From an optimization exercise on the open Yosys and OpenROAD flow, aimed at small area, a short achievable clock period and few clock cycles per item; shortcuts taken in it are not production practice. Where RTL was checked, it was by simulation tests only, not by an equivalence proof against the original. For runs 2 to 5 and 7, only the layout was checked, not whether the RTL still works.

## flow/config.mk

```make
export PLATFORM = sky130hd
export DESIGN_NAME = systolic_multiplier
export DESIGN_NICKNAME = systolic_multiplier
export VERILOG_FILES = /design/flow/design.v
export SDC_FILE = /design/flow/constraint.sdc
export NUM_CORES = 4
export LEC_CHECK = 0
export CAP_MARGIN = 20
export CORE_MARGIN = 2
export CORE_UTILIZATION = 40
export SLEW_MARGIN = 20
```

## flow/constraint.sdc

```tcl
create_clock -name core_clock -period 7.0 [get_ports {clk}]
set_input_delay 1.4000 -clock core_clock [delete_from_list [all_inputs] [get_ports {clk}]]
set_output_delay 1.4000 -clock core_clock [all_outputs]
set_load 0.01 [all_outputs]
```

## flow/design.v

```verilog
module iterative_unit(
	input wire aj,
	input wire gj,
	input wire t_i1_j1,
	input wire t_i1_m1,
	input wire b_mi,
	output wire out_t_i1_m1,
	output wire out_b_mi,
	output wire t_i_j
);
assign out_t_i1_m1 = t_i1_m1;
assign out_b_mi = b_mi;
assign t_i_j = (t_i1_m1&gj)^(b_mi&aj)^t_i1_j1;
endmodule  
module single_bit_b_pe(
	input wire b,
	input wire [163 - 1 : 0] a,
	input wire [163 - 1 : 0] g,
	input wire t_i1_m1,
	input wire [163 - 1 : 0] t_i1_j1,
	output wire [163 - 1 : 0] t_i_j
);
generate
	genvar j;
	for(j = 163 - 1; j >= 0; j = j - 1)
	begin: unit
		iterative_unit inst(
			.aj(a[j]),
			.gj(g[j]),
			.t_i1_j1(t_i1_j1[j]),
			.t_i1_m1(t_i1_m1),
			.b_mi(b),
			.out_t_i1_m1(),
			.out_b_mi(),
	 		.t_i_j(t_i_j[j])
			);
	end
endgenerate
endmodule  
module N_serial(
	input wire [8 - 1:0] b,
	input wire [163 - 1 : 0] a,
	input wire [163 - 1 : 0] g,
	input wire [163 - 1 : 0] t_i1_j1,
	output wire [163 - 1 : 0] t_i_j
);
generate
	genvar j;
	for(j = 0; j< 8 + 1; j = j + 1)
	begin : interconnector
		wire [163 - 1 : 0] t_i_j_wire;
	end
endgenerate
assign t_i_j = interconnector[8].t_i_j_wire;
assign interconnector[0].t_i_j_wire = t_i1_j1;
generate
	genvar i;
	for(i = 0; i < 8; i = i + 1)
	begin: array
		single_bit_b_pe inst_pe(
			.b(b[8 - i - 1]),
			.a(a),
			.g(g),
			.t_i1_m1(interconnector[i].t_i_j_wire[163 - 1]),
			.t_i1_j1({interconnector[i].t_i_j_wire[163 - 2:0], 1'b0}),
			.t_i_j(interconnector[i + 1].t_i_j_wire)
			);
	end
endgenerate
endmodule  
module N_bit_wrapper(
	input wire clk,
	input wire rst_n,
	input wire start,
	input wire [163 - 1 : 0] a,
	input wire [163 - 1 : 0] g,
	input wire [8 - 1 : 0] b,
	output reg [163 - 1 : 0] t_i_j,
	output reg done
);
parameter ITERATION_NUMBER = 163 / 8;
parameter IDLE = 1'b0;
parameter CAL  = 1'b1;
reg state;
reg [12:0] counter;
wire [163 - 1 : 0] wire_t_i_j;
N_serial N_serial_wrapper(
	.b(b),
	.a(a),
	.g(g),
	.t_i1_j1(t_i_j),		 
	.t_i_j(wire_t_i_j)
);
always @(posedge clk or negedge rst_n) begin
	if(!rst_n) begin
		counter <= 0;
	end else begin
		case (state)
			IDLE: begin  
				counter <= 6'd0;
			end
			CAL: begin 
				if( counter < ITERATION_NUMBER) 
					counter <= counter + 1;
				else 
					counter <= 6'd0;
			end		
			default : ;
		endcase
	end
end
always @(posedge clk or negedge rst_n) begin
	if(!rst_n) begin
		t_i_j <= 0;
	end else begin
		case (state)
			IDLE : t_i_j <= 0;
			CAL : t_i_j <= wire_t_i_j;			 
			default : t_i_j <= 0;
		endcase
	end
end
always @(posedge clk or negedge rst_n) begin
	if(!rst_n) begin
		done <= 0;
	end else begin
		case (state)
			IDLE : done <= 0;
			CAL : begin 
				if( counter < ITERATION_NUMBER) 
					done <= 0;
				else 
					done <= 1'b1;
			end	
			default : done <= 0;
		endcase
	end
end
always @(posedge clk or negedge rst_n) begin
	if(!rst_n) begin
		state <= IDLE;
	end else begin
		case (state)
			IDLE: begin
				if (start)
					state <= CAL;
				else
					state <= state;
			end
			CAL: begin
				if ( counter < ITERATION_NUMBER)
					state <= CAL;
				else
					state <= IDLE;
			end
			default : state <= IDLE;
		endcase
	end
end
endmodule  
module systolic_multiplier(
	input wire clk,
	input wire rst_n,
	input wire start,
	input wire [163 - 1 : 0] a,
	input wire [163 - 1 : 0] g,
	input wire [BWIDTH - 1:0] b,
	output reg [163 - 1 : 0] t_i_j,
	output reg done
);
parameter ITERATION_NUMBER = 163 / 8;
parameter BWIDTH = (ITERATION_NUMBER + 1)*8;
parameter IDLE = 2'b00;
parameter CAL  = 2'b01;
parameter DONE = 2'b10;
reg state;
reg [12:0] counter;
reg [163 - 1 : 0] reg_a;
reg [163 - 1 : 0] reg_g;
reg [BWIDTH - 1:0] reg_b;
wire [8 - 1:0] N_bit_b_in;
wire [163 - 1 : 0] out_t_i_j;
wire wire_done;
N_bit_wrapper inst(
	.clk(clk),
	.rst_n(rst_n),
	.start(start),
	.a(reg_a),
	.g(reg_g),
	.b(N_bit_b_in),
	.t_i_j(out_t_i_j),
	.done(wire_done)
);
always @(posedge clk or negedge rst_n) begin
	if(!rst_n) begin
		done <= 0;
	end else begin
		case (wire_done)
			1'b0: done <= 1'b0;
			1'b1: done <= 1'b1;	
			default : done <= done;
		endcase
	end
end
always @(posedge clk or negedge rst_n) begin
	if(!rst_n) begin
		t_i_j <= 0;
	end else begin
		case (wire_done)
			1'b0: t_i_j <= t_i_j;
			1'b1: t_i_j <= out_t_i_j;
			default : t_i_j <= t_i_j;
		endcase
	end
end
always @(posedge clk or negedge rst_n) begin
	if(!rst_n) begin
		counter <= 0;
	end else begin
		case (state)
			IDLE: begin 
				counter <= 12'd0;
			end
			CAL: begin 
				if(counter < ITERATION_NUMBER)
					counter <= counter + 1;
				else
					counter <= 12'd0;
			end
			default : counter <= 12'd0;
		endcase
	end
end
assign N_bit_b_in = reg_b[(ITERATION_NUMBER + 1 - counter)*8 - 1  -: 8];
always @(posedge clk or negedge rst_n) begin
	if(!rst_n) begin
		reg_a <= 0;
	end else begin
		case (state)
			IDLE: begin 
				if(start)
					reg_a <= a;
				else
					reg_a <= 0;
			end		
			default : reg_a <= reg_a;
		endcase
	end
end
always @(posedge clk or negedge rst_n) begin
	if(!rst_n) begin
		reg_b <= 0;
	end else begin
		case (state)
			IDLE: begin 
				if(start)
					reg_b <= b;
				else
					reg_b <= 0;
			end		
			default : reg_b <= reg_b;
		endcase
	end
end
always @(posedge clk or negedge rst_n) begin
	if(!rst_n) begin
		reg_g <= 0;
	end else begin
		case (state)
			IDLE: begin 
				if(start)
					reg_g <= g;
				else
					reg_g <= 0;
			end	 
		 	default : reg_g <= reg_g;
		 endcase 
	end
end
always @(posedge clk or negedge rst_n) begin
	if(!rst_n) begin
		state <= IDLE;
	end else begin
		 case (state)
		 	IDLE: begin 
		 		if(start) begin
		 			state <= CAL;
		 		end
		 		else begin 
		 			state <= state;
		 		end
		 	end
		 	CAL: begin 
		 		if (counter < ITERATION_NUMBER)
		 			state <= CAL;
		 		else 
		 			state <= DONE;
		 	end
		 	DONE: begin
		 		state <= DONE;
		 	end 
		 	default : state <= IDLE;
		 endcase
	end
end
endmodule  
```

## flow/run.sh

```bash
#!/bin/bash
# synth_recipe.tcl (not shown) runs the flow's synth.tcl, then flattens the netlist and writes it again
# the make line also repeats each setting of config.mk as NAME=value (left out here)
make -C /OpenROAD-flow-scripts/flow DESIGN_CONFIG=/design/flow/config.mk WORK_HOME=/design/flow/orfs CLKGATE_MAP_FILE= SYNTH_SCRIPT=/design/flow/synth_recipe.tcl finish
```

==> results_dict.tcl, run 1 <==
set metrics [dict create \
    multi_input_area_um2 46000 \
    synth_fa_ha_area_share_pct 0.0708 \
    die_y_um 424 \
    crit_path_start "counter[2]" \
    relSlewSlack_pct 24.1 \
    skew_ns 0.0571 \
    cp-endpoint "inst.t_i_j[76]" \
    place_inst 10300 \
    fin_crit_sh_pct 95.9 \
    insertion_delay_ns 0.81 \
    antenna_found_initial 18 \
    outcome "timing/DRC/antenna clean" \
    routed_via_density 5.71 \
    synth-main-ff-cell "dfrtp_1" \
    final-hold-violation-count 0 \
    synth-simple-area-share_pct 17.5 \
    syn-mean-instance-area_um2 8.81 \
    first_pass_iters 6 \
    fillers 16700 \
    die_width_um 424 \
    worstSetupPathType "register to register" \
    syn_inst 8022 \
    period_needed_ns 6.71 \
    worstPathArrival_ns 7.33 \
    ios 661 \
    synth-seq-area-share_pct 30.1 \
    ff2ff_path_depth 19 \
    regArea_um2 21300 \
    reg2reg_slack_ns 0.29 \
    fin_nets 8580 \
    async_flop_share_pct 100 \
    slew_violations 0 \
    rr_endpoint "inst.t_i_j[76]" \
    cap_viol_max_count 0 \
    numCtsBuffers 99 \
    hp-class "register to register" \
    synth_edf_count 0 \
    synth_top_family_by_area "XOR/XNOR gates" \
    synth_area_um2 70700 \
    cts.htree.levels 3 \
    drive_above_1_share_pct 7.95 \
    crit_fanout 137 \
    vias 60000 \
    syn_to_final_growth_pct 16.0 \
    initial_core_util_pct 40.2 \
    clkSlewWorstSetupHoldPaths_ns 0.06 \
    synth_top_area_cell "dfrtp_1" \
    die_area_um2 180000 \
    grt_max_degree 190 \
    fmax_ghz 0.149 \
    wl_per_cell_um 27.2 \
    first_global_vias 59600 \
    synth.distinct_cells 83 \
    whs_ns 0.461 \
    synthMuxAreaShare_pct 4.01 \
    cp-end-kind "register" \
    start_kind "register" \
    ys_top_cells_by_area "dfrtp_1 (30%), xnor2_1 (19%), nand2_1 (10%)" \
    rows 154 \
    worstMarginPinSlew_ns 1.14 \
    yosysWarningCount 2 \
    rsz0062_at_grt "false" \
    first_iter_violations 5828 \
    finish.instance_area_um2 82000 \
    cts_hold_buf 0 \
    clock-sinks 850 \
    required_ns 7.62 \
    globalRouteOverflowTotal 0 \
    grt_usage_pct 31.1 \
    ant_nets 0 \
    clockBufferDepth 3 \
    dp_hpwl_um 200000 \
    post_cts_resized 0 \
    routed_wl_um 286000 \
    cts_setup_buffers 0 \
    yosys.area.top_type_share_pct 30.1 \
    synth_xor_area_share_pct 32.3 \
    place_area_um2 78600 \
    setup_tns_ns 0 \
    core_um2 176000 \
    synth_compound_area_share_pct 10.8 \
    r2r-start "counter[2]" \
    cts-root-buf "clkbuf_16" \
    remaining_drc_errors 0 \
    routabilityCongestion 0.925 \
    setup_violations 0 \
    io_buffer_count 660 \
    cts_tree "built" \
    ys_ff_latch 850 \
    grt_first_pass_wirelength_um 416000 \
    final_cells 10500 \
]
==> through the flow <==
| stage | utilization, % | setup slack, ns |
|---|---|---|
| after floorplan | - | 1.84 |
| after global placement | 44.7 | 0.545 |
| after detailed placement | 44.7 | 0.379 |
| after CTS | 46.6 | 0.371 |
| after global routing | 46.6 | 0.00962 |
| final | 46.6 | 0.289 |
==> logic make-up (layout without fill, tap and decap cells) <==
family	count (synthesis)	count (layout)
AO/OA/AOI/OAI	1055	1055
buffers and inverters	903	1025
XOR/XNOR	2141	2141
multiplexers	229	229
flip-flops	850	850
AND/OR/NAND/NOR	2839	2839
other	1	27
adder cells (fa/ha/maj)	4	4
==> state kept, by name (all words and copies together), names as in the netlist <==
name / flops
reg_g: 163
inst.done: 1
reg_a: 163
t_i_j: 163
inst.counter: 13
done: 1
counter: 13
reg_b: 168
inst.state: 1
state: 1
inst.t_i_j: 163
==> worst max-delay path: stages (launching register included) <==
cell and delay (ns):
dfrtp_1 0.46, ha_2 0.57, buf_12 0.26, nand2_1 0.31
o311ai_4 0.30, buf_4 0.22, nand3_4 0.12, or3_2 0.52
buf_4 0.29, a31o_2 0.34, a211oi_1 0.29, o211ai_1 0.17
a211oi_1 0.57, o22a_4 0.46, o21ai_2 0.14, xnor2_2 0.19
xnor2_4 0.38, buf_12 0.40, and3_1 0.27, nor3_1 0.06
==> worst min path at each step <==
stage / from / to / slack, ns / cells past startpoint
after floorplan: inst.done / done / 0.35 / 0
final: inst.counter[0] / inst.counter[0] / 0.46 / 1
after detailed placement: inst.counter[0] / inst.counter[0] / 0.46 / 1
after CTS: inst.counter[0] / inst.counter[0] / 0.47 / 1
after global routing: inst.counter[0] / inst.counter[0] / 0.50 / 1
after global placement: inst.counter[0] / inst.counter[0] / 0.44 / 1
==> synthesized netlist by cell type (3+ instances only) <==
| cell type | n |
|---|---|
| nand2_1 | 1926 |
| xnor2_1 | 1523 |
| dfrtp_1 | 850 |
| clkbuf_1 | 628 |
| a22o_1 | 497 |
| xor2_1 | 323 |
| xnor3_1 | 276 |
| o21ai_0 | 234 |
| nor2_1 | 221 |
| nand4_1 | 193 |
| nand3_1 | 181 |
| a21oi_1 | 176 |
| mux2_2 | 169 |
| and3_1 | 139 |
| buf_1 | 117 |
| buf_2 | 103 |
| nor3_1 | 72 |
| nor3_2 | 65 |
| a21o_1 | 44 |
| mux2i_1 | 33 |
| mux4_2 | 26 |
| inv_1 | 21 |
| o211ai_1 | 21 |
| buf_6 | 17 |
| a211o_1 | 15 |
| a211oi_1 | 15 |
| xor3_1 | 13 |
| buf_4 | 11 |
| nand2b_1 | 7 |
| o211a_1 | 7 |
| nor4_1 | 6 |
| or3_1 | 6 |
| o21ai_2 | 5 |
| and2_1 | 4 |
| ha_1 | 4 |
| o21ai_1 | 4 |
| o22ai_1 | 4 |
| nor4_2 | 3 |
| o21a_1 | 3 |
| o221a_2 | 3 |
| o22a_1 | 3 |
==> layout by cell type, fill, tap and decap left out, types with 6 or more instances in the layout <==
master and n:
a211o_1 15, a211oi_1 15, a21o_1 44, a21oi_1 176, a22o_1 497, and3_1 135
buf_12 42, buf_4 118, bufinv_16 7, clkbuf_1 18, clkbuf_16 99, clkbuf_8 16
clkdlybuf4s50_1 659, clkinv_2 21, clkinv_4 6, conb_1 16, dfrtp_1 846, diode_2 11
inv_1 20, mux2_2 169, mux2i_1 33, mux4_2 26, nand2_1 1925, nand2b_1 7
nand3_1 181, nand4_1 193, nor2_1 214, nor3_1 68, nor3_2 69, o211a_1 7
o211ai_1 21, o21ai_0 234, xnor2_1 1523, xnor3_1 276, xor2_1 322, xor3_1 13
==> cell type report <==
class	instances	area share (%)
clock buffers	133	3.37
repair buffers	821	10.2
clock inverters	48	0.714
flip-flops and latches	850	26.0
diodes	11	0.0336
multi-input cells	6284	56.1
inverters	23	0.111
well taps	2340	3.57
==> metal layers <==
metal  GRT usage (%)  wire [um]  vias to the layer above
met5               0         80                        -
li1                -          -                    26700
met2            53.7     142000                     2748
met3            4.92      18900                      745
met4            22.4      23400                       12
met1            34.9     102000                    29800
Testbench counts, summed over its fixed seeds: cycles 36,808, items 1,600.
==> inputs of run 2 (changes only) <==
==> flow/design.v (replaced) <==
module systolic_multiplier(
	input wire clk,
	input wire rst_n,
	input wire start,
	input wire [163 - 1 : 0] a,
	input wire [163 - 1 : 0] g,
	input wire [BWIDTH - 1:0] b,
	output wire [163 - 1 : 0] t_i_j,
	output reg done
);
localparam W = 163;
localparam D = 12;
localparam BWIDTH = 168;
localparam R0 = 0;
localparam K = (BWIDTH - R0 + D - 1) / D;           
localparam BW = K * D;                              
localparam CW = $clog2(K);
reg  [W - 1 : 0] reg_a;
reg  [W - 1 : 0] reg_g;
reg  [BW - 1 : 0] reg_b;
reg  [W - 1 : 0] t;
reg  busy;
reg  [CW - 1 : 0] counter;
wire ld = ~busy;    
assign t_i_j = t;
always @(posedge clk or negedge rst_n) begin
	if (!rst_n) begin
		busy <= 1'b0;
		counter <= 0;
		done <= 1'b0;
	end else begin
		done <= busy && (counter == K - 1);
		if (busy) begin
			if (counter == K - 1) begin
				busy <= 1'b0;
				counter <= 0;
			end else
				counter <= counter + 1'b1;
		end else if (start) begin
			busy <= 1'b1;
			counter <= 0;
		end
	end
end
wire [D - 1 : 0] dig = reg_b[BW - 1 -: D];
reg [D - 1 : 0] c;       
reg [D - 1 : 0] hq;      
reg [D - 1 : 0] q;       
reg [W - 1 : 0] nt;      
integer i, j, k;
reg [D - 1 : 0] fac [0 : 3];
reg [D - 1 : 0] pr01, pr23;
always @* begin
	for (k = 0; k < 4; k = k + 1) begin
		fac[k] = 0;
		fac[k][0] = 1'b1;
		for (j = 1; j < D; j = j + 1)
			if ((j << k) < D)
				fac[k][j << k] = reg_g[W - j];
	end
	pr01 = 0; pr23 = 0; c = 0;
	for (i = 0; i < D; i = i + 1)
		for (j = 0; j <= i; j = j + 1) begin
			pr01[i] = pr01[i] ^ (fac[0][j] & fac[1][i - j]);
			pr23[i] = pr23[i] ^ (fac[2][j] & fac[3][i - j]);
		end
	for (i = 0; i < D; i = i + 1)
		for (j = 0; j <= i; j = j + 1)
			c[i] = c[i] ^ (pr01[j] & pr23[i - j]);
end
always @* begin
	for (i = 0; i < D; i = i + 1) begin
		hq[i] = t[W + i - D];
		for (j = 0; j < D; j = j + 1)
			if (W + i - j <= W - 1)
				hq[i] = hq[i] ^ (dig[j] & reg_a[W + i - j]);
	end
	for (i = 0; i < D; i = i + 1) begin
		q[i] = 1'b0;
		for (k = 0; k < D - i; k = k + 1)
			q[i] = q[i] ^ (c[k] & hq[i + k]);
	end
	for (i = 0; i < W; i = i + 1) begin
		nt[i] = (i >= D) ? t[i - D] : 1'b0;
		for (j = 0; j < D; j = j + 1)
			if (i >= j)
				nt[i] = nt[i] ^ (dig[j] & reg_a[i - j]) ^ (q[j] & reg_g[i - j]);
	end
end
wire [W - 1 : 0] t_init;
generate
	if (R0 == 1) begin : first_bit
		assign t_init = b[BWIDTH - 1] ? a : {W{1'b0}};
	end else begin : no_first
		assign t_init = {W{1'b0}};
	end
endgenerate
always @(posedge clk) begin
	if (ld) begin
		reg_a <= a;
		reg_g <= g;
		reg_b <= {{(BW - BWIDTH + R0){1'b0}}, b[BWIDTH - R0 - 1 : 0]};
		t <= t_init;
	end else begin
		reg_b <= reg_b << D;
		t <= nt;
	end
end
endmodule  
==> results_dict.tcl, run 2 <==
set metrics [dict create \
    outcome "timing/DRC/antenna clean" \
    clock-sinks 663 \
    insertion_delay_ns 0.78 \
    die_area_um2 191000 \
    die_y_um 437 \
    cap_viol_max_count 0 \
    rows 159 \
    synth_common_cells "nand2_1 (3,727), xnor2_1 (2,276), xor2_1 (644), clkbuf_1 (500), xnor3_1 (500)" \
    synth_fa_ha_area_share_pct 0.167 \
    hp-class "register to register" \
    crit_fanout 40 \
    yosys.area.top_type_share_pct 26.6 \
    rsz0062_at_grt "false" \
    clkSlewWorstSetupHoldPaths_ns 0.07 \
    place_ws_ns 1.49 \
    remaining_drc_errors 0 \
    final_cells 11800 \
    cp-end-kind "register" \
    first_global_vias 60800 \
    worstPathArrival_ns 6.23 \
    setup_tns_ns 0 \
    ant_nets 0 \
    synth_edf_count 326 \
    ys_ff_latch 663 \
    grt_max_degree 194 \
    core_um2 187000 \
    worstMarginPinSlew_ns 1.14 \
    drive_above_1_share_pct 4.38 \
    synthMuxAreaShare_pct 2.37 \
    post_cts_resized 0 \
    finish.instance_area_um2 85500 \
    largest_reg_flops 168 \
    syn_to_final_growth_pct 13.9 \
    synth-simple-area-share_pct 21.7 \
    die_width_um 437 \
    synth_top_area_cell "xnor2_1" \
    ys_top_cells_by_area "xnor2_1 (27%), nand2_1 (19%), xnor3_1 (15%)" \
    ios 661 \
    skew_ns 0.0864 \
    start_kind "register" \
    syn-mean-instance-area_um2 8.18 \
    clockBufferDepth 3 \
    vias 60800 \
    synthMostInstantiatedCell "nand2_1" \
    place_area_um2 82500 \
    first_pass_iters 6 \
    yosysWarningCount 2 \
    synth.distinct_cells 39 \
    io_buffer_count 660 \
    fmax_ghz 0.177 \
    setup_violations 0 \
    synth-main-ff-cell "dfxtp_1" \
    whs_ns 0.431 \
    cts_hold_buf 0 \
    fin_nets 9715 \
    final_cell_mix "nand2_1 (3,727), xnor2_1 (2,275), clkdlybuf4s50_1 (660)" \
    cts.htree.levels 3 \
    synth_top_family_by_area "XOR/XNOR gates" \
    period_needed_ns 5.64 \
    routabilityCongestion 0.864 \
    first_iter_violations 5577 \
    grt_usage_pct 26.6 \
    fin_ws_ns 1.36 \
    wl_per_cell_um 22.1 \
    place_inst 11600 \
    slew_violations 0 \
    globalRouteOverflowTotal 0 \
    synth_area_um2 75100 \
    post-route-util_pct 45.7 \
    worstSetupPathType "register to register" \
    fin_crit_sh_pct 80.6 \
    routed_via_density 5.16 \
    cts_setup_buffers 0 \
    antenna_found_initial 15 \
    synth_xor_area_share_pct 49.3 \
    final-hold-violation-count 0 \
    dp_hpwl_um 171000 \
    layout.cells.most_common "nand2_1" \
    relSlewSlack_pct 23.7 \
    max_flop_register "reg_b" \
    synth-seq-area-share_pct 22.1 \
    initial_core_util_pct 40.1 \
    async_flop_share_pct 0.905 \
    routed_wl_um 261000 \
    grt_first_pass_wirelength_um 391000 \
    numCtsBuffers 84 \
    cts_tree "built" \
    synth_compound_area_share_pct 0.115 \
    syn_inst 9175 \
    fillers 18000 \
    cts-root-buf "clkbuf_16" \
    required_ns 7.59 \
]
run 2: metal layers:
metal  track usage, %  share of wire (%)
met1             33.9                 41
met4             12.8                5.0
met5                0             0.0027
met3             3.35                6.6
met2             44.4                 48
run 2: cell type report:
type / count / area [um2] / share of cell area, %
antenna: 11 / 27.5 / 0.0322
clock buffer: 105 / 2340 / 2.73
clock inverter: 52 / 661 / 0.772
inverter: 6 / 30.0 / 0.0351
multi-input combinational: 7720 / 55300 / 64.7
sequential: 663 / 16600 / 19.4
tap: 2495 / 3120 / 3.65
timing repair buffer: 733 / 7390 / 8.64
run 2: logic make-up after synthesis:
family | Yosys count
flops | 663
fa+ha+maj | 10
buf+inv | 792
mux | 158
xor+xnor | 3427
compound gates | 13
simple gates | 4112
run 2: worst max-delay path, cell delays in order (launching register included):
cell	delay [ns]
edfxtp_1	0.79
clkinv_1	0.40
ha_1	0.32
xor2_1	0.16
ha_1	0.23
xnor2_1	0.14
xnor2_1	0.29
xnor2_1	0.20
nand2_1	0.10
xnor2_1	0.19
xnor3_1	0.33
xnor3_4	0.88
buf_4	0.44
nand2_1	0.11
xnor3_1	0.41
xnor3_1	0.22
and2_1	0.17
run 2: final timing paths:
| check | slack, ns | from | end | depth (start not counted) |
|---|---|---|---|---|
| worst max register to register | 1.36 | reg_g[162] | t[122] | 16 |
| worst min-delay path | 0.43 | reg_b[23] | reg_b[35] | 1 |
| min in group asynchronous | 0.89 | rst_n | counter[1] | 1 |
| max in group asynchronous | 5.83 | rst_n | busy | 1 |
| worst max-delay path | 1.36 | reg_g[162] | t[122] | 16 |
| worst min register to register | 0.43 | reg_b[23] | reg_b[35] | 1 |
==> inputs of run 3 (changes only) <==
--- a/flow/design.v
+++ b/flow/design.v
@@ -44,4 +44,5 @@
 end
 wire [D - 1 : 0] dig = reg_b[BW - 1 -: D];
+reg [D - 1 : 0] c_in;    
 reg [D - 1 : 0] c;       
 reg [D - 1 : 0] hq;      
@@ -57,7 +58,7 @@
 		for (j = 1; j < D; j = j + 1)
 			if ((j << k) < D)
-				fac[k][j << k] = reg_g[W - j];
+				fac[k][j << k] = g[W - j];
 	end
-	pr01 = 0; pr23 = 0; c = 0;
+	pr01 = 0; pr23 = 0; c_in = 0;
 	for (i = 0; i < D; i = i + 1)
 		for (j = 0; j <= i; j = j + 1) begin
@@ -67,5 +68,5 @@
 	for (i = 0; i < D; i = i + 1)
 		for (j = 0; j <= i; j = j + 1)
-			c[i] = c[i] ^ (pr01[j] & pr23[i - j]);
+			c_in[i] = c_in[i] ^ (pr01[j] & pr23[i - j]);
 end
 always @* begin
@@ -100,4 +101,5 @@
 		reg_a <= a;
 		reg_g <= g;
+		c <= c_in;
 		reg_b <= {{(BW - BWIDTH + R0){1'b0}}, b[BWIDTH - R0 - 1 : 0]};
 		t <= t_init;
==> results_dict.tcl, run 3 <==
set metrics [dict create \
    outcome "timing/DRC/antenna clean" \
    setup_violations 0 \
    place_ws_ns 2.19 \
    die_y_um 430 \
    cts_hold_buf 0 \
    syn-mean-instance-area_um2 7.50 \
    start_kind "register" \
    io_buffer_count 660 \
    ios 661 \
    globalRouteOverflowTotal 0 \
    fin_nets 10200 \
    worstPathArrival_ns 5.45 \
    core_um2 180000 \
    fin_ws_ns 2.11 \
    relSlewSlack_pct 21.4 \
    rows 156 \
    slew_violations 0 \
    rsz0062_at_grt "false" \
    drive_above_1_share_pct 4.00 \
    fin_crit_sh_pct 69.8 \
    remaining_drc_errors 0 \
    cts.htree.levels 3 \
    grt_usage_pct 26.0 \
    path_cells "buf_4, nand2_1, xnor2_1, xnor2_1, xnor2_2, nand2_1, xor2_1, xnor3_1, xnor2_4, buf_4, buf_4, nand2_1, xnor2_1, xnor2_1, nor2_1" \
    initial_core_util_pct 40.2 \
    synth.distinct_cells 35 \
    grt_max_degree 165 \
    ys_ff_latch 673 \
    wl_per_cell_um 20.3 \
    yosysWarningCount 2 \
    syn_to_final_growth_pct 13.8 \
    numCtsBuffers 86 \
    final_cells 12100 \
    critPathTopFamily "XOR/XNOR gates" \
    cts_tree "built" \
    routed_via_density 5.07 \
    synth_area_um2 72400 \
    worstMarginPinSlew_ns 1.18 \
    routabilityCongestion 0.860 \
    final_cell_mix "nand2_1 (3,917), xnor2_1 (3,064), xor2_1 (795)" \
    vias 61600 \
    syn_inst 9659 \
    clkSlewWorstSetupHoldPaths_ns 0.06 \
    required_ns 7.57 \
    ys_top_cells_by_area "xnor2_1 (37%), nand2_1 (20%), edfxtp_1 (14%)" \
    routed_wl_um 247000 \
    cts_setup_buffers 0 \
    period_needed_ns 4.89 \
    yosys.area.top_type_share_pct 37.1 \
    critPathBufInv 3 \
    synth_top_area_cell "xnor2_1" \
    synth_edf_count 336 \
    layout.cells.most_common "nand2_1" \
    first_global_vias 60900 \
    hp-class "register to register" \
    critPathSlowestCell "buf_4" \
    synth-main-ff-cell "edfxtp_1" \
    first_iter_violations 5865 \
    top_regs "reg_b (168), reg_a (163), t (163)" \
    cp-end-kind "register" \
    cap_viol_max_count 0 \
    crit_fanout 67 \
    insertion_delay_ns 0.76 \
    synth-seq-area-share_pct 23.3 \
    place_inst 12000 \
    die_area_um2 184000 \
    async_flop_share_pct 0.892 \
    die_width_um 430 \
    clockBufferDepth 3 \
    first_pass_iters 5 \
    setup_tns_ns 0 \
    final-hold-violation-count 0 \
    post_cts_resized 0 \
    worstSetupPathType "register to register" \
    antenna_found_initial 24 \
    fmax_ghz 0.205 \
    largest_reg_flops 168 \
    cp_common_cell "xnor2_1" \
    max_stage_delay_ns 0.66 \
    synthMostInstantiatedCell "nand2_1" \
    clock-sinks 673 \
    max_flop_register "reg_b" \
    ant_nets 0 \
    grt_first_pass_wirelength_um 377000 \
    synth_common_cells "nand2_1 (3,917), xnor2_1 (3,066), xor2_1 (795), edfxtp_1 (336), dfxtp_1 (331)" \
    dp_hpwl_um 162000 \
    skew_ns 0.0704 \
    cts-root-buf "clkbuf_16" \
]
## run 3: worst paths after layout
path / start / endpoint / slack, ns / cells after the start
max in group asynchronous: rst_n / busy / 5.87 / 1
setup reg to reg: reg_b[166] / t[89] / 2.11 / 15
hold reg to reg: reg_b[53] / reg_b[65] / 0.45 / 1
setup / recovery: reg_b[166] / t[89] / 2.11 / 15
hold / removal: reg_b[53] / reg_b[65] / 0.45 / 1
min in group asynchronous: rst_n / done / 0.88 / 1
## run 3: cell type report
cell class / count / area [um2]
Fill cell: 17600 / 97900
Multi-Input combinational cell: 8193 / 52200
Sequential cell: 673 / 16900
Timing Repair Buffer: 719 / 7240
Tap cell: 2370 / 2970
Clock buffer: 108 / 2330
Clock inverter: 50 / 648
Antenna cell: 22 / 55.1
Inverter: 10 / 45.0
## run 3: per-stage QoR
step           area (um2)  hold WS [ns]  util, %
2_1_floorplan       72400         0.433        -
3_3_place_gp        79400         0.436     44.0
3_5_place_dp        79400         0.438     44.0
4_1_cts             82400         0.456     45.7
5_1_grt             82400         0.464     45.7
6_report            82400         0.452     45.7
## run 3: cell families after synthesis
logic type      synth area share, %
mux                            2.47
xor+xnor                       47.9
fa+ha+maj                     0.173
simple gates                   21.3
buf+inv                        4.69
compound gates                0.155
flops                          23.3
## run 3: metal layers
metal,vias to the layer above,wire (um),GRT usage [%],share of wire (%)
met2,2604,119000,43.8,48
li1,29000,-,-,-
met3,599,16200,3.52,6.6
met4,0,13600,14.9,5.5
met1,29500,98100,31.8,40
met5,-,0,0,0
## run 3: worst reg2reg max path: stages (launching register included)
cell,delay [ns]
dfxtp_4,0.57
buf_4,0.68
nand2_1,0.17
xnor2_1,0.21
xnor2_1,0.13
xnor2_2,0.31
nand2_1,0.11
xor2_1,0.17
xnor3_1,0.49
xnor2_4,0.20
buf_4,0.39
buf_4,0.59
nand2_1,0.23
xnor2_1,0.23
xnor2_1,0.15
nor2_1,0.05
==> inputs of run 4 (changes only) <==
==> flow/design.v (replaced) <==
module systolic_multiplier(
	input wire clk,
	input wire rst_n,
	input wire start,
	input wire [163 - 1 : 0] a,
	input wire [163 - 1 : 0] g,
	input wire [BWIDTH - 1:0] b,
	output wire [163 - 1 : 0] t_i_j,
	output reg done
);
localparam W = 163;
localparam D = 12;
localparam BWIDTH = 168;
localparam K = (BWIDTH + D - 1) / D;                
localparam BW = K * D;                              
localparam CW = $clog2(K);
reg  [W - 1 : 0] reg_a;
reg  [W - 1 : 0] reg_g;
reg  [BW - 1 : 0] reg_b;
reg  [W - 1 : 0] tr;        
reg  [D - 1 : 0] q;         
reg  [D - 1 : 0] qn;        
reg  [D - 1 : 0] hb;        
reg  busy;                  
reg  fix;                   
reg  [CW - 1 : 0] counter;
wire ld = ~(busy | fix);    
assign t_i_j = tr;
always @(posedge clk or negedge rst_n) begin
	if (!rst_n) begin
		busy <= 1'b0;
		fix <= 1'b0;
		counter <= 0;
		done <= 1'b0;
	end else begin
		done <= fix;
		fix <= busy && (counter == K - 1);
		if (busy) begin
			if (counter == K - 1) begin
				busy <= 1'b0;
				counter <= 0;
			end else
				counter <= counter + 1'b1;
		end else if (start && !fix) begin
			busy <= 1'b1;
			counter <= 0;
		end
	end
end
wire [D - 1 : 0] dig = reg_b[BW - 1 -: D];
wire [D - 1 : 0] dig_nx = reg_b[BW - D - 1 -: D];
reg [D - 1 : 0] fac [0 : 3];
reg [D - 1 : 0] pr01, pr23, c;
integer i, j, k;
always @* begin
	for (k = 0; k < 4; k = k + 1) begin
		fac[k] = 0;
		fac[k][0] = 1'b1;
		for (j = 1; j < D; j = j + 1)
			if ((j << k) < D)
				fac[k][j << k] = reg_g[W - j];
	end
	pr01 = 0; pr23 = 0; c = 0;
	for (i = 0; i < D; i = i + 1)
		for (j = 0; j <= i; j = j + 1) begin
			pr01[i] = pr01[i] ^ (fac[0][j] & fac[1][i - j]);
			pr23[i] = pr23[i] ^ (fac[2][j] & fac[3][i - j]);
		end
	for (i = 0; i < D; i = i + 1)
		for (j = 0; j <= i; j = j + 1)
			c[i] = c[i] ^ (pr01[j] & pr23[i - j]);
end
reg [W - 1 : 0] ta;           
reg [W - 1 : 0] ba;           
reg [D - 1 : 0] hq;           
reg [D - 1 : 0] q_new;        
reg [D - 1 : 0] hb_in, hb_nx;  
always @* begin
	for (i = 0; i < W; i = i + 1) begin
		ta[i] = tr[i];
		ba[i] = 1'b0;
		for (j = 0; j < D; j = j + 1)
			if (i >= j) begin
				ta[i] = ta[i] ^ (q[j] & reg_g[i - j]);
				ba[i] = ba[i] ^ (dig[j] & reg_a[i - j]);
			end
	end
	for (i = 0; i < D; i = i + 1) begin
		hq[i] = tr[W + i - D] ^ hb[i];
		for (j = 0; j < D; j = j + 1)
			if (W + i - D >= j)
				hq[i] = hq[i] ^ (~qn[j] & reg_g[W + i - D - j]);
		hb_in[i] = 1'b0;
		hb_nx[i] = 1'b0;
		for (j = 0; j < D; j = j + 1)
			if (W + i - j <= W - 1) begin
				hb_in[i] = hb_in[i] ^ (b[BW - 1 - (D - 1) + j] & a[W + i - j]);
				hb_nx[i] = hb_nx[i] ^ (dig_nx[j] & reg_a[W + i - j]);
			end
	end
	for (i = 0; i < D; i = i + 1) begin
		q_new[i] = 1'b0;
		for (k = 0; k < D - i; k = k + 1)
			q_new[i] = q_new[i] ^ (c[k] & hq[i + k]);
	end
end
always @(posedge clk) begin
	if (ld) begin
		reg_a <= a;
		reg_g <= g;
		reg_b <= {{(BW - BWIDTH){1'b0}}, b};
		tr <= {W{1'b0}};
		q <= {D{1'b0}};
		qn <= {D{1'b1}};
		hb <= hb_in;
	end else begin
		reg_b <= reg_b << D;
		tr <= fix ? ta : ({ta[W - D - 1 : 0], {D{1'b0}}} ^ ba);
		q <= q_new;
		qn <= ~q_new;
		hb <= hb_nx;
	end
end
endmodule  
==> results_dict.tcl, run 4 <==
set metrics [dict create \
    clockBufferDepth 3 \
    relSlewSlack_pct 9.51 \
    critPathSlowestCell "edfxtp_1" \
    place_ws_ns 3.34 \
    first_iter_violations 7844 \
    max_stage_delay_ns 0.86 \
    period_needed_ns 3.68 \
    routed_wl_um 297000 \
    async_flop_share_pct 1.00 \
    fillers 19000 \
    place_area_um2 84300 \
    ys_ff_latch 699 \
    ff2ff_path_depth 11 \
    dp_hpwl_um 195000 \
    largest_reg_flops 168 \
    final_cells 13300 \
    grt_max_degree 199 \
    reg2reg_slack_ns 3.32 \
    die_area_um2 196000 \
    final_cell_mix "nand2_1 (4,599), xnor2_1 (2,952), xor2_1 (1,117)" \
    ant_nets 0 \
    layout.cells.most_common "nand2_1" \
    routed_via_density 5.22 \
    remaining_drc_errors 0 \
    first_global_vias 66500 \
    fin_nets 11100 \
    cts-root-buf "clkbuf_16" \
    syn_to_final_growth_pct 13.4 \
    routabilityCongestion 0.947 \
    synth_edf_count 326 \
    required_ns 7.66 \
    synth.distinct_cells 35 \
    fin_crit_sh_pct 52.6 \
    hp-start "reg_b[144]" \
    clkSlewWorstSetupHoldPaths_ns 0.06 \
    clock-sinks 699 \
    fmax_ghz 0.272 \
    syn_inst 10700 \
    ios 661 \
    cts.htree.levels 3 \
    cts_tree "built" \
    worstPathArrival_ns 4.35 \
    rsz0062_at_grt "false" \
    cp-end-kind "register" \
    post-route-util_pct 45.6 \
    cts_hold_buf 0 \
    worstMarginPinSlew_ns 1.36 \
    worstSetupPathType "register to register" \
    crit_fanout 23 \
    setup_tns_ns 0 \
    holdPathStages 2 \
    first_pass_iters 7 \
    cp_common_cell "xnor2_1" \
    setup_violations 0 \
    synth_top_area_cell "xnor2_1" \
    skew_ns 0.0603 \
    place_inst 13100 \
    ys_top_cells_by_area "xnor2_1 (34%), nand2_1 (22%), edfxtp_1 (13%)" \
    insertion_delay_ns 0.79 \
    post_cts_resized 0 \
    whs_ns 0.420 \
    core_um2 192000 \
    r2r-start "reg_g[162]" \
    rows 161 \
    cts_setup_buffers 0 \
    die_width_um 443 \
    syn-mean-instance-area_um2 7.20 \
    slew_violations 0 \
    cap_viol_max_count 0 \
    synth-seq-area-share_pct 22.4 \
    start_kind "register" \
    synth_common_cells "nand2_1 (4,600), xnor2_1 (2,952), xor2_1 (1,117), clkbuf_1 (694), dfxtp_1 (366)" \
    grt_first_pass_wirelength_um 441000 \
    die_y_um 443 \
    synth-main-ff-cell "dfxtp_1" \
    yosys.area.top_type_share_pct 33.5 \
    final-hold-violation-count 0 \
    vias 69200 \
    initial_core_util_pct 40.2 \
    drive_above_1_share_pct 2.18 \
    hp-class "register to register" \
    max_flop_register "reg_b" \
    rr_endpoint "q[0]" \
    path_cells "inv_1, ha_1, nor2_1, xnor2_1, xnor3_1, xnor2_1, nand2_1, xor2_1, xnor2_1, xnor3_1, and2_1" \
    min_to "reg_b[156]" \
    wl_per_cell_um 22.4 \
    synth_area_um2 77100 \
    globalRouteOverflowTotal 0 \
    antenna_found_initial 25 \
    fin_ws_ns 3.32 \
    synthMostInstantiatedCell "nand2_1" \
    outcome "timing/DRC/antenna clean" \
    io_buffer_count 660 \
    finish.instance_area_um2 87500 \
    grt_usage_pct 29.2 \
    yosysWarningCount 2 \
    numCtsBuffers 92 \
]
## run 4: cell count changes in the layout (fill, tap and decap cells not counted), moves of 138 or more
cell | before | now
o31ai_1 | 3 | 141
nor2_1 | 163 | 15
nand2_1 | 3917 | 4599
xor2_1 | 795 | 1117
mux2_2 | 158 | 0
## run 4: worst max path at each step
stage / depth (start not counted) / end / from
global placement: 11 / q[0] / reg_g[162]
floorplan: 5 / reg_a[0] / busy
CTS: 11 / q[0] / reg_g[162]
finish: 11 / q[0] / reg_g[162]
global route: 11 / q[0] / reg_g[162]
detailed placement: 11 / q[0] / reg_g[162]
## run 4: cells by family (layout without fill, tap and decap cells)
| group | count (synthesis) | count (layout) | synth area share [%] |
|---|---|---|---|
| flip-flops | 699 | 699 | 22.4 |
| AO/OA/AOI/OAI | 184 | 184 | 1.66 |
| other | 0 | 20 | 0 |
| AND/OR/NAND/NOR | 4816 | 4816 | 24.1 |
| adder cells (fa/ha/maj) | 10 | 10 | 0.162 |
| buffers and inverters | 893 | 896 | 4.48 |
| multiplexers | 2 | 2 | 0.0260 |
| XOR/XNOR | 4103 | 4103 | 47.2 |
## run 4: final cells by class
class,instances,area [um2],share of cell area (%)
diodes,20,50.0,0.0572
clock buffers,126,2570,2.94
clock inverters,45,569,0.651
inverters,12,55.1,0.0629
multi-input cells,9115,56400,64.5
flip-flops and latches,699,17400,19.9
well taps,2526,3160,3.61
repair buffers,713,7300,8.35
## run 4: critical path, delay by kind of cell, from the launching register on
family / cells / cell delay (ns)
xor+xnor: 6 / 1.48
fa+ha+maj: 1 / 0.64
buf+inv: 1 / 0.23
flops: 1 / 0.86
simple gates: 3 / 0.37
## run 4: routing by layer
metal	track usage, %	share of wire, %	vias to the layer above
met2	43.2	43	3412
li1	-	-	31900
met4	15.2	5.4	8
met5	0	0.016	-
met3	5.53	9.5	571
met1	40.2	42	33300
==> inputs of run 5 (changes only) <==
--- a/flow/config.mk
+++ b/flow/config.mk
@@ -9,3 +9,4 @@
 export CORE_MARGIN = 2
 export CORE_UTILIZATION = 40
+export SETUP_SLACK_MARGIN = 4.2
 export SLEW_MARGIN = 20
==> results_dict.tcl, run 5 <==
set metrics [dict create \
    hp-class "register to register" \
    synth_top_family_by_area "XOR/XNOR gates" \
    ff2ff_path_depth 14 \
    fin_crit_sh_pct 43.1 \
    route.met2.wl_um 139000 \
    syn_to_final_growth_pct 18.8 \
    synth-main-ff-cell "dfxtp_1" \
    cts.htree.levels 3 \
    synth_edf_count 326 \
    r2r-start "reg_g[162]" \
    start_kind "register" \
    drive_above_1_share_pct 8.56 \
    syn-mean-instance-area_um2 7.20 \
    worstMarginPinSlew_ns 1.03 \
    cp-end-kind "register" \
    clock-sinks 699 \
    outcome "timing/DRC/antenna clean" \
    synth_area_um2 77100 \
    skew_ns 0.0521 \
    wl_met3_um 35100 \
    dp_hpwl_um 198000 \
    grt_first_pass_wirelength_um 463000 \
    crit_path_start "reg_g[162]" \
    relSlewSlack_pct 31.4 \
    cts-root-buf "clkbuf_16" \
    grt_max_degree 164 \
    whs_ns 0.413 \
    cts_hold_buf 0 \
    worstPathArrival_ns 3.67 \
    largest_reg_flops 168 \
    numCtsBuffers 88 \
    rr_endpoint "q[1]" \
    ys_top_cells_by_area "xnor2_1 (34%), nand2_1 (22%), edfxtp_1 (13%)" \
    finish.instance_area_um2 91600 \
    io_buffer_count 660 \
    required_ns 7.66 \
    die_width_um 443 \
    first_global_vias 68800 \
    maxUsedRoutingLayer "met5" \
    globalRouteOverflowTotal 0 \
    grt_usage_pct 30.9 \
    synth-seq-area-share_pct 22.4 \
    final-hold-violation-count 0 \
    clockBufferDepth 3 \
    ant_nets 0 \
    wl_per_cell_um 24.0 \
    core_um2 192000 \
    synth_compound_area_share_pct 1.66 \
    synth.distinct_cells 35 \
    remaining_drc_errors 0 \
    fin_ws_ns 3.99 \
    synthMostInstantiatedCell "nand2_1" \
    routabilityCongestion 0.953 \
    max_flop_register "reg_b" \
    fin_nets 11400 \
    async_flop_share_pct 1.00 \
    setup_tns_ns 0 \
    cap_viol_max_count 0 \
    syn_inst 10700 \
    cts_tree "built" \
    synth_top_area_cell "xnor2_1" \
    place_ws_ns 3.31 \
    reg2reg_slack_ns 3.99 \
    post-route-util_pct 47.7 \
    layout.cells.most_common "nand2_1" \
    yosys.area.top_type_share_pct 33.5 \
    insertion_delay_ns 0.78 \
    yosysWarningCount 2 \
    period_needed_ns 3.01 \
    clkSlewWorstSetupHoldPaths_ns 0.06 \
    fmax_ghz 0.332 \
    ys_ff_latch 699 \
    routed_via_density 5.34 \
    synth_fa_ha_area_share_pct 0.162 \
    synth_xor_area_share_pct 47.2 \
    final_cells 13500 \
    routed_wl_um 323000 \
    crit_fanout 3 \
    final_cell_mix "nand2_1 (4,592), xnor2_1 (2,819), xor2_1 (1,117)" \
    worstSetupPathType "register to register" \
    synth-simple-area-share_pct 24.1 \
    die_area_um2 196000 \
    vias 71900 \
    die_y_um 443 \
    first_pass_iters 6 \
    place_inst 13100 \
    initial_core_util_pct 40.2 \
    drt-met1-wl_um 127000 \
    place_area_um2 84300 \
    rsz0062_at_grt "true" \
    setup_violations 0 \
    rows 161 \
    slew_violations 0 \
    first_iter_violations 9187 \
    antenna_found_initial 31 \
    synth_common_cells "nand2_1 (4,600), xnor2_1 (2,952), xor2_1 (1,117), clkbuf_1 (694), dfxtp_1 (366)" \
    ios 661 \
    synthMuxAreaShare_pct 0.0260 \
    cp-endpoint "q[1]" \
]
## run 5: cell count changes in the layout (fill, tap and decap cells not counted), moves of 15 or more
cell,before,now
clkdlybuf4s50_1,660,496
dfxtp_1,342,197
xnor2_1,2952,2819
xnor2_2,4,137
buf_4,29,158
dfxtp_4,24,130
buf_2,0,104
dfxtp_2,0,39
buf_6,0,34
clkdlybuf4s15_2,0,33
buf_16,0,31
clkbuf_1,22,7
nor2b_1,125,110
## run 5: timing repair
action                                   CTS  global route
gates cloned                              10            12
resized for setup                       1080           134
buffers inserted                         157            35
pin swaps                                 39            52
hold endpoints to repair                   0             0
endpoints found under the setup margin   836           440
## run 5: critical path: stages, from the launching register on
cell      delay (ns)
edfxtp_1        0.42
buf_12          0.16
ha_4            0.17
xnor2_2         0.13
xnor2_1         0.13
ha_2            0.20
xnor2_2         0.22
xnor2_2         0.13
xnor2_2         0.24
buf_4           0.16
nand2_4         0.05
xor2_2          0.17
xor2_1          0.20
xnor3_1         0.36
and2_1          0.17
## run 5: cell families (layout without fill, tap and decap cells)
| logic type | after synthesis | count (layout) |
|---|---|---|
| buffers and inverters | 893 | 1102 |
| DFF | 699 | 699 |
| xor gates and xnor gates | 4103 | 4103 |
| AOI/OAI and AO/OA | 184 | 184 |
| and+or+nand+nor | 4816 | 4816 |
| muxes | 2 | 2 |
| adders and majority gates | 10 | 10 |
| other | 0 | 13 |
## run 5: worst min-delay path by stage
| stage | slack [ns] | start | cells after the start | endpoint |
|---|---|---|---|---|
| 6_report | 0.41 | reg_b[144] | 2 | reg_b[156] |
| 5_1_grt | 0.42 | reg_b[144] | 2 | reg_b[156] |
| 4_1_cts | 0.41 | reg_b[98] | 2 | reg_b[110] |
| 3_5_place_dp | 0.40 | reg_b[144] | 2 | reg_b[156] |
| 3_3_place_gp | 0.41 | reg_b[34] | 2 | reg_b[46] |
| 2_1_floorplan | 0.35 | fix | 0 | done |
## run 5: cell type report
cell class / count / area (um2)
fill: 18500 / 100000
multi-input combinational: 9115 / 57600
sequential: 699 / 17800
timing repair buffer: 925 / 9710
tap: 2526 / 3160
clock buffer: 106 / 2440
clock inverter: 57 / 726
inverter: 12 / 70.1
antenna: 13 / 32.5
timing repair inverter: 2 / 17.5
## run 5: per-layer routing
metal | vias up | track usage [%]
li1 | 32400 | -
met1 | 34500 | 41.1
met2 | 4209 | 46.3
met3 | 788 | 6.21
met4 | 34 | 17.6
met5 | - | 0
==> inputs of run 6 (changes only) <==
--- a/flow/design.v
+++ b/flow/design.v
@@ -14,5 +14,5 @@
 localparam K = (BWIDTH + D - 1) / D;                
 localparam BW = K * D;                              
-localparam CW = $clog2(K);
+localparam CW = 4;                               
 reg  [W - 1 : 0] reg_a;
 reg  [W - 1 : 0] reg_g;
==> results_dict.tcl, run 6 <==
set metrics [dict create \
    yosysWarningCount 2 \
    final_cells 13500 \
    synth_top_area_cell "xnor2_1" \
    max_flop_register "reg_b" \
    clockBufferDepth 3 \
    synth_area_um2 77100 \
    relSlewSlack_pct 31.4 \
    largest_reg_flops 168 \
    fillers 18500 \
    start_kind "register" \
    yosys.area.top_type_share_pct 33.5 \
    first_pass_iters 6 \
    worstMarginPinSlew_ns 1.03 \
    whs_ns 0.413 \
    cts_hold_buf 0 \
    period_needed_ns 3.01 \
    routabilityCongestion 0.953 \
    die_area_um2 196000 \
    cts.htree.levels 3 \
    initial_core_util_pct 40.2 \
    fin_nets 11400 \
    die_width_um 443 \
    worstSetupPathType "register to register" \
    cp-end-kind "register" \
    fmax_ghz 0.332 \
    syn_inst 10700 \
    worstPathArrival_ns 3.67 \
    skew_ns 0.0521 \
    cap_viol_max_count 0 \
    layout.cells.most_common "nand2_1" \
    drive_above_1_share_pct 8.56 \
    antenna_found_initial 31 \
    grt_usage_pct 30.9 \
    outcome "timing/DRC/antenna clean" \
    place_inst 13100 \
    globalRouteOverflowTotal 0 \
    die_y_um 443 \
    cts_tree "built" \
    remaining_drc_errors 0 \
    syn-mean-instance-area_um2 7.20 \
    wl_per_cell_um 24.0 \
    core_um2 192000 \
    synth-seq-area-share_pct 22.4 \
    rows 161 \
    first_global_vias 68800 \
    crit_fanout 3 \
    numCtsBuffers 88 \
    first_iter_violations 9187 \
    insertion_delay_ns 0.78 \
    routed_via_density 5.34 \
    hp-class "register to register" \
    cts-root-buf "clkbuf_16" \
    routed_wl_um 323000 \
    synth-main-ff-cell "dfxtp_1" \
    vias 71900 \
    synth_common_cells "nand2_1 (4,600), xnor2_1 (2,952), xor2_1 (1,117), clkbuf_1 (694), dfxtp_1 (366)" \
    synth.distinct_cells 35 \
    required_ns 7.66 \
    clock-sinks 699 \
    ys_ff_latch 699 \
    ios 661 \
    syn_to_final_growth_pct 18.8 \
    rsz0062_at_grt "true" \
    final_cell_mix "nand2_1 (4,592), xnor2_1 (2,819), xor2_1 (1,117)" \
    synthMostInstantiatedCell "nand2_1" \
    dp_hpwl_um 198000 \
    setup_violations 0 \
    ys_top_cells_by_area "xnor2_1 (34%), nand2_1 (22%), edfxtp_1 (13%)" \
    grt_first_pass_wirelength_um 463000 \
    async_flop_share_pct 1.00 \
    post-route-util_pct 47.7 \
    fin_crit_sh_pct 43.1 \
    final-hold-violation-count 0 \
    grt_max_degree 164 \
    io_buffer_count 660 \
    clkSlewWorstSetupHoldPaths_ns 0.06 \
    setup_tns_ns 0 \
    slew_violations 0 \
    ant_nets 0 \
    synth_edf_count 326 \
]
-- run 6: cell counts after synthesis --
Identical to the previous run, type by type.
-- run 6: kinds of logic after synthesis --
| kind of cell | after synthesis | share of synthesized area (%) |
|---|---|---|
| AO/OA/AOI/OAI | 184 | 1.66 |
| XOR/XNOR | 4103 | 47.2 |
| adder cells (fa/ha/maj) | 10 | 0.162 |
| buffers and inverters | 893 | 4.48 |
| flip-flops | 699 | 22.4 |
| multiplexers | 2 | 0.0260 |
| AND/OR/NAND/NOR | 4816 | 24.1 |
-- run 6: worst max-delay path: stages, from the launching register on --
cell and delay (ns):
edfxtp_1 0.42, buf_12 0.16, ha_4 0.17, xnor2_2 0.13, xnor2_1 0.13, ha_2 0.20
xnor2_2 0.22, xnor2_2 0.13, xnor2_2 0.24, buf_4 0.16, nand2_4 0.05, xor2_2 0.17
xor2_1 0.20, xnor3_1 0.36, and2_1 0.17
-- run 6: what timing repair did --
| action | in CTS | in global routing |
|---|---|---|
| endpoints found under the hold margin | 0 | 0 |
| setup buffers | 157 | 35 |
| gates cloned | 10 | 12 |
| setup endpoints to repair | 836 | 440 |
| gates resized for setup | 1080 | 134 |
| pin swaps | 39 | 52 |
-- run 6: per-layer routing --
layer | share of wire, % | GRT usage (%) | vias to the layer above
met5 | 0.068 | 0 | -
met4 | 6.5 | 17.6 | 34
met3 | 11 | 6.21 | 788
met2 | 43 | 46.3 | 4209
met1 | 39 | 41.1 | 34500
li1 | - | - | 32400
-- run 6: final timing paths --
check                           cells after the start       start    endpoint  slack [ns]
worst max register to register                     14  reg_g[162]        q[1]        3.99
worst min register to register                      2  reg_b[144]  reg_b[156]        0.41
max in group asynchronous                           1       rst_n         fix        5.69
worst min-delay path                                2  reg_b[144]  reg_b[156]        0.41
min in group asynchronous                           1       rst_n  counter[0]        0.95
worst max-delay path                               14  reg_g[162]        q[1]        3.99
-- run 6: per-stage QoR --
stage          worst slack [ns]  area (um2)
3_5_place_dp               3.31       84300
6_report                   3.99       91600
4_1_cts                    4.03       90100
2_1_floorplan              4.20       77100
3_3_place_gp               3.39       84300
5_1_grt                    3.91       91600
-- run 6: cell type report --
cell class | count | area (um2) | share of cell area (%)
repair inverters | 2 | 17.5 | 0.0191
clock inverters | 57 | 726 | 0.792
repair buffers | 925 | 9710 | 10.6
clock buffers | 106 | 2440 | 2.66
diodes | 13 | 32.5 | 0.0355
flip-flops and latches | 699 | 17800 | 19.5
multi-input cells | 9115 | 57600 | 62.9
inverters | 12 | 70.1 | 0.0765
well taps | 2526 | 3160 | 3.45
Testbench counts of run 6, summed over its fixed seeds: cycles 25,608, items 1,600.
==> inputs of run 7 (changes only) <==
--- a/flow/design.v
+++ b/flow/design.v
@@ -14,5 +14,5 @@
 localparam K = (BWIDTH + D - 1) / D;                
 localparam BW = K * D;                              
-localparam CW = 4;                               
+localparam CW = $clog2(K);
 reg  [W - 1 : 0] reg_a;
 reg  [W - 1 : 0] reg_g;
@@ -51,5 +51,7 @@
 wire [D - 1 : 0] dig_nx = reg_b[BW - D - 1 -: D];
 reg [D - 1 : 0] fac [0 : 3];
-reg [D - 1 : 0] pr01, pr23, c;
+reg [D - 1 : 0] pr01, pr23, c_in;
+reg [D - 1 : 1] c_r;        
+wire [D - 1 : 0] c = {c_r, 1'b1};
 integer i, j, k;
 always @* begin
@@ -59,7 +61,7 @@
 		for (j = 1; j < D; j = j + 1)
 			if ((j << k) < D)
-				fac[k][j << k] = reg_g[W - j];
+				fac[k][j << k] = g[W - j];
 	end
-	pr01 = 0; pr23 = 0; c = 0;
+	pr01 = 0; pr23 = 0; c_in = 0;
 	for (i = 0; i < D; i = i + 1)
 		for (j = 0; j <= i; j = j + 1) begin
@@ -69,5 +71,5 @@
 	for (i = 0; i < D; i = i + 1)
 		for (j = 0; j <= i; j = j + 1)
-			c[i] = c[i] ^ (pr01[j] & pr23[i - j]);
+			c_in[i] = c_in[i] ^ (pr01[j] & pr23[i - j]);
 end
 reg [W - 1 : 0] ta;           
@@ -109,4 +111,5 @@
 		reg_a <= a;
 		reg_g <= g;
+		c_r <= c_in[D - 1 : 1];
 		reg_b <= {{(BW - BWIDTH){1'b0}}, b};
 		tr <= {W{1'b0}};
--- a/flow/config.mk
+++ b/flow/config.mk
@@ -8,5 +8,6 @@
 export CAP_MARGIN = 20
 export CORE_MARGIN = 2
-export CORE_UTILIZATION = 40
-export SETUP_SLACK_MARGIN = 4.2
+export CORE_UTILIZATION = 55
+export PLACE_DENSITY = 0.68
+export SETUP_SLACK_MARGIN = 4.5
 export SLEW_MARGIN = 20
==> results_dict.tcl, run 7 <==
set metrics [dict create \
    clockBufferDepth 3 \
    numCtsBuffers 86 \
    synth_top_area_cell "xnor2_1" \
    clock-sinks 709 \
    synth.distinct_cells 37 \
    required_ns 7.65 \
    async_flop_share_pct 0.987 \
    routabilityCongestion 0.934 \
    skew_ns 0.0966 \
    routed_wl_um 343000 \
    antenna_found_initial 28 \
    r2r-start "reg_g[149]" \
    critPathSlowestCell "edfxtp_1" \
    dp_hpwl_um 180000 \
    syn_inst 10700 \
    period_needed_ns 2.94 \
    path_cells "buf_6, nor2b_4, xnor2_1, xnor3_1, xnor3_2, nand2_2, xor2_1, xnor2_1, xnor3_1, and2_1" \
    worstSetupPathType "register to register" \
    fin_crit_sh_pct 42.1 \
    first_iter_violations 13300 \
    reg2reg_slack_ns 4.06 \
    cts-root-buf "clkbuf_16" \
    drive_above_1_share_pct 12.2 \
    max_stage_delay_ns 0.50 \
    core_um2 140000 \
    die_width_um 379 \
    globalRouteOverflowTotal 0 \
    cts_tree "built" \
    syn-mean-instance-area_um2 7.22 \
    final-hold-violation-count 0 \
    insertion_delay_ns 0.80 \
    die_y_um 379 \
    synth-seq-area-share_pct 22.7 \
    first_pass_iters 14 \
    synth_common_cells "nand2_1 (4,618), xnor2_1 (2,948), xor2_1 (1,122), clkbuf_1 (711), dfxtp_1 (366)" \
    yosys.area.top_type_share_pct 33.4 \
    rows 137 \
    fmax_ghz 0.340 \
    cts_hold_buf 0 \
    remaining_drc_errors 0 \
    top_regs "reg_b (168), reg_a (163), tr (163)" \
    busiest_layer "met2" \
    hp-class "register to register" \
    yosysWarningCount 2 \
    min_to "reg_b[156]" \
    globalRouteMet1Util_pct 53.7 \
    wl_per_cell_um 26.1 \
    fillers 11100 \
    ys_top_cells_by_area "xnor2_1 (33%), nand2_1 (22%), edfxtp_1 (13%)" \
    rr_endpoint "q[0]" \
    start_kind "register" \
    grt_use_met3_pct 14.9 \
    rsz0062_at_grt "true" \
    synth_area_um2 77400 \
    grt_usage_pct 41.8 \
    syn_to_final_growth_pct 24.7 \
    hp-start "reg_b[144]" \
    ys_ff_latch 709 \
    first_global_vias 71600 \
    fin_nets 11700 \
    final_cell_mix "nand2_1 (4,597), xnor2_1 (2,752), xor2_1 (1,116)" \
    crit_fanout 5 \
    ant_nets 0 \
    initial_core_util_pct 55.5 \
    setup_violations 0 \
    cap_viol_max_count 0 \
    vias 78200 \
    setup_tns_ns 0 \
    largest_reg_flops 168 \
    worstPathArrival_ns 3.59 \
    use_met2_pct 59.7 \
    slew_violations 0 \
    routed_via_density 5.96 \
    cts.htree.levels 3 \
    io_buffer_count 660 \
    relSlewSlack_pct 31.9 \
    die_area_um2 144000 \
    cp-end-kind "register" \
    grt_max_degree 106 \
    ios 661 \
    outcome "timing/DRC/antenna clean" \
    synth-main-ff-cell "dfxtp_1" \
    clkSlewWorstSetupHoldPaths_ns 0.06 \
    layout.cells.most_common "nand2_1" \
    synthMostInstantiatedCell "nand2_1" \
    synth_edf_count 336 \
    holdPathStages 2 \
    max_flop_register "reg_b" \
    grt_first_pass_wirelength_um 454000 \
    worstMarginPinSlew_ns 1.02 \
    ff2ff_path_depth 10 \
]
run 7: metrics by stage:
step	setup WS [ns]	utilization (%)	area, um2	hold WS [ns]	std cells
5_1_grt	3.98	69.2	96500	0.436	13100
3_3_place_gp	2.99	60.1	83800	0.403	12400
2_1_floorplan	4.34	-	77500	0.352	10700
4_1_cts	4.12	65.6	91500	0.419	12800
6_report	4.06	69.2	96500	0.419	13100
3_5_place_dp	2.99	60.1	83800	0.407	12400
run 7: area by class of cell:
cell class,count,area [um2],area share (%)
Timing Repair Buffer,1230,14700,15.2
Inverter,13,90.1,0.0933
Multi-Input combinational cell,9119,58200,60.3
Tap cell,1876,2350,2.43
Clock inverter,57,653,0.677
Antenna cell,21,52.6,0.0544
Sequential cell,709,18200,18.8
Timing Repair inverter,2,17.5,0.0181
Clock buffer,104,2290,2.37
run 7: worst max-delay path, delay by kind of cell, from the launching register on:
family | cells | cell delay, ns
flops | 1 | 0.50
simple gates | 3 | 0.37
xor+xnor | 6 | 1.85
buf+inv | 1 | 0.17
run 7: worst max-delay path by stage:
stage                from       to  slack [ns]  cells past startpoint
2_1_floorplan      g[160]  c_r[11]        4.34                      8
3_3_place_gp       g[162]  c_r[11]        2.99                      9
3_5_place_dp       g[162]  c_r[11]        2.99                      9
4_1_cts        reg_g[155]    qn[3]        4.12                     10
5_1_grt        reg_g[154]    qn[3]        3.98                     10
6_report       reg_g[149]     q[0]        4.06                     10
run 7: logic make-up after synthesis:
| kind of cell | Yosys count | synth area share, % |
|---|---|---|
| flip-flops | 709 | 22.7 |
| AO/OA/AOI/OAI | 186 | 1.67 |
| multiplexers | 2 | 0.0275 |
| AND/OR/NAND/NOR | 4816 | 24.0 |
| buffers and inverters | 889 | 4.43 |
| adder cells (fa/ha/maj) | 10 | 0.162 |
| XOR/XNOR | 4105 | 47.0 |
run 7: routing by layer:
metal / routed length [um] / part of all wire [%]
met3: 59300 / 17
met2: 136000 / 40
met1: 119000 / 35
met4: 29200 / 8.5
met5: 305 / 0.089
run 7: repair_timing:
item / 4_1_cts / 5_1_grt
buffers inserted: 215 / 225
gates resized for setup: 1383 / 210
pin swaps: 45 / 96
endpoints found under the setup margin: 869 / 675
gates cloned: 25 / 59

[what the ideal ports hide]
No port has a modelled driver above. Below, the same layouts with a new extraction and two added sets of constraints.
Step 1: set_driving_cell puts a clkbuf_16 on clk and a buf_2 on each other input, an assumption about the parent block.
Step 2, shift: input delay + t, output delay - t, t = (earliest + latest rising clock arrival at the registers) / 2. This alone moves slack from input paths to output paths.
Three values: no drivers, after step 1, after step 2; two values: the first two.
| run | shift t [ns] | setup slack, ns | worst setup path after step 2 |
|---|---|---|---|
| run 1 | 0.874 | 0.289 / 0.289 / 0.289 | register to register |
| run 2 | 0.817 | 1.359 / 1.359 / 1.359 | register to register |
| run 3 | 0.812 | 2.112 / 2.112 / 2.112 | register to register |
| run 4 | 0.857 | 3.317 / 3.317 / 3.317 | register to register |
| run 5 | 0.847 | 3.985 / 3.985 / 3.646 | input to register |
| run 6 | 0.847 | 3.985 / 3.985 / 3.646 | input to register |
| run 7 | 0.840 | 4.055 / 4.055 / 3.823 | input to register |
After both steps every run listed still meets setup and hold.
